This is an optimization exercise on Yosys and OpenROAD, whose aim is small area, a short achievable clock period and few clock cycles, not a production implementation. Power and IR drop assume default switching activity.

==> module binary_to_bcd, before the edit <==
module binary_to_bcd( input clk_in,
                      input [5:0] game_state,
                      input start,
                      input [23:0] binary_in,
                      output logic [31:0] bcd_out,
                      output logic busy
    );
    logic [31:0] R;
    logic [3:0]  t;                   
    wire rst = (game_state == 6'd1);
    logic [31:0] ld;
    logic [3:0]  t0;
    wire [31:0] ldr0 = {binary_in[19:0], 8'h0, binary_in[23:20]};
    wire [31:0] ldr1 = {binary_in[13:0], 8'h0, binary_in[23:14]};
    wire [31:0] ldr2 = {binary_in[7:0], 8'h0, binary_in[23:8]};
    wire [31:0] ldr3 = {binary_in[1:0], 8'h0, binary_in[23:2]};
    logic [3:0] zr, sel;
    function automatic [4:0] fx(input [3:0] v);
        logic ge10;
        ge10 = v[3] & (v[2] | v[1]);
        fx = {ge10, v[3] & !ge10, ge10 ? v[2] & v[1] : v[2], v[1] ^ ge10, v[0]};
    endfunction
    always_comb begin
        zr[0] = 1'b1;
        zr[1] = (binary_in[23:18] == '0);
        zr[2] = (binary_in[23:12] == '0);
        zr[3] = (binary_in[23:6] == '0);
        for (int i = 0; i < 4; i++)
            sel[i] = zr[i] & (i == 3 || !zr[i + 1]);
        ld = '0;
        t0 = '0;
        ld = ld | ({32{sel[0]}} & {ldr0[31:5], fx(binary_in[23:20])});
        t0 = t0 | ({4{sel[0]}} & 4'd2);
        ld = ld | ({32{sel[1]}} & {ldr1[31:5], fx(binary_in[17:14])});
        t0 = t0 | ({4{sel[1]}} & 4'd5);
        ld = ld | ({32{sel[2]}} & {ldr2[31:5], fx(binary_in[11:8])});
        t0 = t0 | ({4{sel[2]}} & 4'd8);
        ld = ld | ({32{sel[3]}} & {ldr3[31:5], fx(binary_in[5:2])});
        t0 = t0 | ({4{sel[3]}} & 4'd11);
    end
    function automatic [4:0] dd(input [3:0] d, input c);
        logic [3:0] s;
        s[3] = d[3] | d[2] & (d[1] | d[0]);
        s[2] = d[2] & !d[1] & !d[0] | d[3] & d[0];
        s[1] = d[1] & !d[2] | d[1] & d[0] | d[3] & !d[0];
        s[0] = !d[0] & (d[3] | d[2] & d[1]) | d[0] & !d[3] & !d[2];
        dd = {s, c};
    endfunction
    function automatic int thr(input int j);
        case (j)
            0: thr = 0;
            1: thr = 0;
            2: thr = 8;
            3: thr = 8;
            4: thr = 16;
            5: thr = 16;
            6: thr = 20;
            default: thr = 0;
        endcase
    endfunction
    logic [31:0] nxt, blk;
    always_comb begin
        logic [32:0] r;
        logic z;
        nxt = R;
        for (int l = 0; l < 2; l++) begin
            r[0] = nxt[31];
            for (int j = 0; j < 7; j++)
                if (2 * int'(t) + l >= thr(j))
                    r[4*j +: 5] = dd(nxt[4*j +: 4], r[4*j]);
                else
                    r[4*j +: 5] = {nxt[4*j +: 4], r[4*j]};
            r[32:29] = nxt[31:28];
            nxt = r[31:0];
        end
        blk = nxt;
        z = (nxt[31:28] == 4'd0);
        blk[31] = z;
        blk[29] = z;
        for (int j = 6; j >= 1; j--) begin
            z = z & (nxt[4*j +: 4] == 4'd0);
            blk[4*j+3] = nxt[4*j+3] | z;
            blk[4*j+1] = nxt[4*j+1] | z;
        end
    end
    wire last = (t == 4'd11);
    logic run;
    always_ff @(posedge clk_in) begin
        if (rst)       busy <= 1'b0;
        else if (busy) busy <= !last;
        else           busy <= start;
    end
    wire         go   = !rst & run;
    wire         hold = !rst & !run & !start;
    wire         load = !rst & !run & start;
    wire [31:0]  Rn   = ({32{go}} & (last ? blk : nxt)) | ({32{hold}} & R) | ({32{load}} & ld);
    always_ff @(posedge clk_in) begin
        t <= run ? t + 1'b1 : t0;
        R <= Rn;
        if (rst)       run <= 1'b0;
        else if (run) run <= !last;
        else           run <= start;
    end
    assign bcd_out = R;
endmodule
==> flow/config.mk <==
export PLATFORM = sky130hd
export DESIGN_NAME = binary_to_bcd
export DESIGN_NICKNAME = binary_to_bcd
export VERILOG_FILES = /design/flow/design.v
export SDC_FILE = /design/flow/constraint.sdc
export NUM_CORES = 4
export LEC_CHECK = 0
export ABC_AREA = 1
export CAP_MARGIN = 20
export CORE_MARGIN = 2
export CORE_UTILIZATION = 60
export SETUP_SLACK_MARGIN = 3.5
export SLEW_MARGIN = 20
==> flow/constraint.sdc <==
create_clock -name core_clock -period 6.0 [get_ports {clk_in}]
set_input_delay 1.2000 -clock core_clock [delete_from_list [all_inputs] [get_ports {clk_in}]]
set_output_delay 1.2000 -clock core_clock [all_outputs]
set_load 0.01 [all_outputs]
standard.sh (not shown) runs the stock make flow with config.mk's settings and CLKGATE_MAP_FILE= SYNTH_SCRIPT=/design/flow/synth_recipe.tcl, a recipe that flattens the netlist after the stock synthesis.
==> flow/flow/run.sh <==
#!/bin/bash
# Standard ORFS layout, with plain buf_1 cells as the port buffers.
set -euo pipefail
export BUFFER_PORTS_ARGS="-buffer_cell sky130_fd_sc_hd__buf_1"
bash standard.sh > standard_flow.log 2>&1
Next try:
--- a/flow/design.v
+++ b/flow/design.v
@@ -91,16 +91,18 @@
         else if (busy) busy <= !last;
         else           busy <= start;
     end
-    wire         go   = !rst & run;
-    wire         hold = !rst & !run & !start;
-    wire         load = !rst & !run & start;
-    wire [31:0]  Rn   = ({32{go}} & (last ? blk : nxt)) | ({32{hold}} & R) | ({32{load}} & ld);
     always_ff @(posedge clk_in) begin
         t <= run ? t + 1'b1 : t0;
-        R <= Rn;
-        if (rst)       run <= 1'b0;
-        else if (run) run <= !last;
-        else           run <= start;
+        if (rst) begin
+            run <= 1'b0;
+            R    <= '0;
+        end else if (run) begin
+            run <= !last;
+            R    <= last ? blk : nxt;
+        end else if (start) begin
+            run <= 1'b1;
+            R    <= ld;
+        end
     end
     assign bcd_out = R;
 endmodule
What happened:
- wire length goes down by 1.4%
- total power came out higher by 6.4%
- design area shrinks by 2.7%
- cell count rose by 0.54%
- worst hold slack improves by 0.027 ns
- flip-flop and latch count is unchanged
- worst setup slack degrades by 0.012 ns
- synthesized area falls by 0.99%
- die area is lower by 0.93%
- non-clock buffer count shrinks by 4
- sequential power climbs by 4.8%
- first-iteration DRC count went up by 3.8%
- count of clock-buffer cells in the layout is unchanged
No functional check of the RTL was part of any run of this note.

==> separate check: timing with driven ports <==
In the flow no input, the clock included, has a driving cell. The finished layouts below were timed again as built, in two steps.
Step 1: set_driving_cell puts a clkbuf_16 on clk_in and a buf_2 on each other input, an assumption about the parent block.
Step 2 times the ports against the registers' clock, not the clock port: input delays grow and output delays shrink by t, the midpoint of the rising clock arrivals with the driver on.
a / b / c = ideal ports / drivers / drivers and shift; a / b = the first two.
run	shift t [ns]	slack for setup (ns)	worst data-port slew with drivers (ns)
the first run	0.317	3.551 / 3.558 / 3.241	0.04
the second run	0.322	3.539 / 3.550 / 3.228	0.05
After both steps setup and hold are still met in every run listed. The setup slack of the second run, which loses most, moves by +0.011 ns with the drivers and by -0.311 ns with both steps.
